This design comes from an exercise in tuning for small area on the open sky130 flow, not from production work. The RTL was checked by simulation tests, not by an equivalence proof against the original design. Power is estimated from default activity; no workload was simulated.

Setup of old:
## blinking_led
module blinking_led
   #(parameter W = 4)
   (
    input  logic clk,
    input  logic reset,
    input  logic cs,
    input  logic read,
    input  logic write,
    input  logic [4:0] addr,
    input  logic [31:0] wr_data,
    output logic [31:0] rd_data,
    output logic [W-1:0] led_out
   );
For scale: about 78 I/O pins, roughly 0.012 mm² of cells after synthesis.
clock: 10.0 ns
lec_check: 0
cap_margin: 20
core_margin: 2
core_utilization: 40
slew_margin: 20
standard.sh (not shown) runs the stock make flow with config.mk's settings and CLKGATE_MAP_FILE= SYNTH_SCRIPT=/design/flow/synth_recipe.tcl, a recipe that flattens the netlist after the stock synthesis.
==> flow/flow/run.sh <==
#!/bin/bash
# Own layout flow: the standard flow with the standard synthesis unchanged, plus
#  - polopt.py: after synthesis, the full adders' polarities are chosen so that fewer
#    inverters sit between them (same logic function, same registers);
#  - the port buffers made of the smallest buffer cell (buf_1) instead of the flow's pick;
#  - tiemerge.tcl: after global placement, one tie cell drives all the constant-0 output
#    ports instead of one tie cell per port;
#  - the clock tree built from clkbuf_16 in clusters of up to 25 sinks, without dummy loads.
# Each tool's output goes to a log file of its own in this folder.
set -euo pipefail
R="$PWD/orfs/results/$FLOW_PLATFORM/blinking_led/base"
ARGS=(
  "BUFFER_PORTS_ARGS=-buffer_cell sky130_fd_sc_hd__buf_1"
  "CTS_ARGS=-sink_clustering_enable -repair_clock_nets -sink_clustering_size 25 -sink_clustering_max_diameter 100 -buf_list sky130_fd_sc_hd__clkbuf_16 -dont_use_dummy_load"
)
bash standard.sh "$R/1_2_yosys.v" > make_synth.log 2>&1
cp "$R/1_2_yosys.v" "$R/1_2_yosys_standard.v"
python3 flow/polopt.py "$R/1_2_yosys_standard.v" "$R/1_2_yosys.v" > polopt.log 2>&1
bash standard.sh "${ARGS[@]}" "$R/3_3_place_gp.odb" > make_place.log 2>&1
TIE_DB="$R/3_3_place_gp.odb" openroad -no_init -exit flow/tiemerge.tcl > tiemerge.log 2>&1
bash standard.sh "${ARGS[@]}" finish > make_finish.log 2>&1
Other scripts of this flow, unchanged in this note and not shown: flow/flow/polopt.py, flow/flow/tiemerge.tcl
For new, these inputs were changed with respect to old:
--- a/flow/design.v
+++ b/flow/design.v
@@ -265,24 +265,28 @@
    logic c204;
    logic s205;
    logic c206;
    logic q207;
    logic p208;
    logic q209;
    logic p210;
    logic q211;
    logic p212;
    logic q213;
    logic p214;
    logic q215;
+   logic p216;
+   logic q217;
+   logic p218;
+   logic q219;
    assign s1 = x[10] ^ x[8];
    assign c2 = x[10] & x[8];
    assign s3 = x[11] ^ x[9] ^ x[7];
    assign c4 = (x[11] & x[9]) | (x[11] & x[7]) | (x[9] & x[7]);
    assign s5 = x[6] ^ x[1];
    assign c6 = x[6] & x[1];
    assign s7 = x[12] ^ x[10] ^ x[8];
    assign c8 = (x[12] & x[10]) | (x[12] & x[8]) | (x[10] & x[8]);
    assign s9 = x[7] ^ x[2] ^ x[1];
    assign c10 = (x[7] & x[2]) | (x[7] & x[1]) | (x[2] & x[1]);
    assign s11 = x[13] ^ x[11] ^ x[9];
    assign c12 = (x[13] & x[11]) | (x[13] & x[9]) | (x[11] & x[9]);
@@ -455,73 +459,77 @@
    assign s179 = s129 ^ c128 ^ c178;
    assign c180 = (s129 & c128) | (s129 & c178) | (c128 & c178);
    assign s181 = s131 ^ c130 ^ c180;
    assign c182 = (s131 & c130) | (s131 & c180) | (c130 & c180);
    assign s183 = s133 ^ c132 ^ c182;
    assign c184 = (s133 & c132) | (s133 & c182) | (c132 & c182);
    assign s185 = s135 ^ c134 ^ c184;
    assign c186 = (s135 & c134) | (s135 & c184) | (c134 & c184);
    assign s187 = s137 ^ c136 ^ c186;
    assign c188 = (s137 & c136) | (s137 & c186) | (c136 & c186);
    assign s189 = s139 ^ c138 ^ c188;
    assign c190 = (s139 & c138) | (s139 & c188) | (c138 & c188);
-   assign s191 = s141 ^ c140 ^ c190;
-   assign c192 = (s141 & c140) | (s141 & c190) | (c140 & c190);
+   assign s191 = s141 ^ c140;
+   assign c192 = s141 & c140;
    assign s193 = s143 ^ c142 ^ c192;
    assign c194 = (s143 & c142) | (s143 & c192) | (c142 & c192);
-   assign s195 = s145 ^ c144;
-   assign c196 = s145 & c144;
+   assign s195 = s145 ^ c144 ^ c194;
+   assign c196 = (s145 & c144) | (s145 & c194) | (c144 & c194);
    assign s197 = s147 ^ c146 ^ c196;
    assign c198 = (s147 & c146) | (s147 & c196) | (c146 & c196);
    assign s199 = s149 ^ c148 ^ c198;
    assign c200 = (s149 & c148) | (s149 & c198) | (c148 & c198);
    assign s201 = s151 ^ c150 ^ c200;
    assign c202 = (s151 & c150) | (s151 & c200) | (c150 & c200);
    assign s203 = s153 ^ c152 ^ c202;
    assign c204 = (s153 & c152) | (s153 & c202) | (c152 & c202);
    assign s205 = s155 ^ c154 ^ c204;
    assign c206 = (s155 & c154) | (s155 & c204) | (c154 & c204);
-   assign y[21] = s195 ^ c194;
-   assign q207 = c194 & s195;
-   assign y[22] = s197 ^ q207;
-   assign p208 = s195 & s197;
-   assign q209 = c194 & p208;
-   assign y[23] = s199 ^ q209;
-   assign p210 = p208 & s199;
-   assign q211 = c194 & p210;
-   assign y[24] = s201 ^ q211;
-   assign p212 = p210 & s201;
-   assign q213 = c194 & p212;
-   assign y[25] = s203 ^ q213;
-   assign p214 = p212 & s203;
-   assign q215 = c194 & p214;
-   assign y[26] = s205 ^ q215;
+   assign y[19] = s191 ^ c190;
+   assign q207 = c190 & s191;
+   assign y[20] = s193 ^ q207;
+   assign p208 = s191 & s193;
+   assign q209 = c190 & p208;
+   assign y[21] = s195 ^ q209;
+   assign p210 = p208 & s195;
+   assign q211 = c190 & p210;
+   assign y[22] = s197 ^ q211;
+   assign p212 = p210 & s197;
+   assign q213 = c190 & p212;
+   assign y[23] = s199 ^ q213;
+   assign p214 = p212 & s199;
+   assign q215 = c190 & p214;
+   assign y[24] = s201 ^ q215;
+   assign p216 = p214 & s201;
+   assign q217 = c190 & p216;
+   assign y[25] = s203 ^ q217;
+   assign p218 = p216 & s203;
+   assign q219 = c190 & p218;
+   assign y[26] = s205 ^ q219;
    assign y[0] = x[0];
    assign y[1] = x[1];
    assign y[2] = s157;
    assign y[3] = s159;
    assign y[4] = s161;
    assign y[5] = s163;
    assign y[6] = s165;
    assign y[7] = s167;
    assign y[8] = s169;
    assign y[9] = s171;
    assign y[10] = s173;
    assign y[11] = s175;
    assign y[12] = s177;
    assign y[13] = s179;
    assign y[14] = s181;
    assign y[15] = s183;
    assign y[16] = s185;
    assign y[17] = s187;
    assign y[18] = s189;
-   assign y[19] = s191;
-   assign y[20] = s193;
    assign rd_data = 32'd0;
    genvar i;
    generate
       for (i = 0; i < W; i++) begin : g_led
          blinking led_i (.clk(clk), .reset(reset), .we(we && addr[1:0] == i),
                          .tnew(tnew), .led(led_out[i]));
       end
    endgenerate
 endmodule
## What came out
new finished every step from synthesis to the final layout, and the layout passed the timing, DRC and antenna checks. Summary of new over old: final area comparable, post-layout utilization of the core comparable, number of vias per cell after detailed routing shrank by about 0.8%, clock distribution area overhead in the final layout roughly the same. Any difference in area of the core between new and old is small enough to ignore. new and old ended up with nearly the same worst hold slack across all endpoints. Proportion of power drawn by combinational gates ends up higher on old. STATUS routed wire length: new wins against old.

==> separate check: timing with driven ports <==
In the flow no input, the clock included, has a driving cell. The finished layouts below were timed again as built, in two steps. Step 1: set_driving_cell puts a clkbuf_16 on clk and a buf_2 on each other input, an assumption about the parent block. Step 2 moves the port delays by t, midway between the first and last clock arrival at a register: inputs arrive t later, outputs are due t later. That takes back most of the time a late clock gives input paths. Slacks: ideal ports / drivers / drivers and shift; pairs: ideal ports / drivers.
run | t, ns | slack for setup (ns) | latest minus earliest clock arrival (ns) | slew at the worst register clock pin (ns) | worst slew at a driven data input, ns
old | 0.512 | 0.323 / 0.349 / -0.163 | 0.038 / 0.038 | 0.10 / 0.10 | 0.04
new | 0.508 | 0.295 / 0.323 / -0.185 | 0.018 / 0.018 | 0.09 / 0.09 | 0.03
Met with ideal ports but missed after step 2: setup timing in old and new. The setup slack of old, which loses most, moves by +0.026 ns with the drivers and by -0.486 ns with both steps.
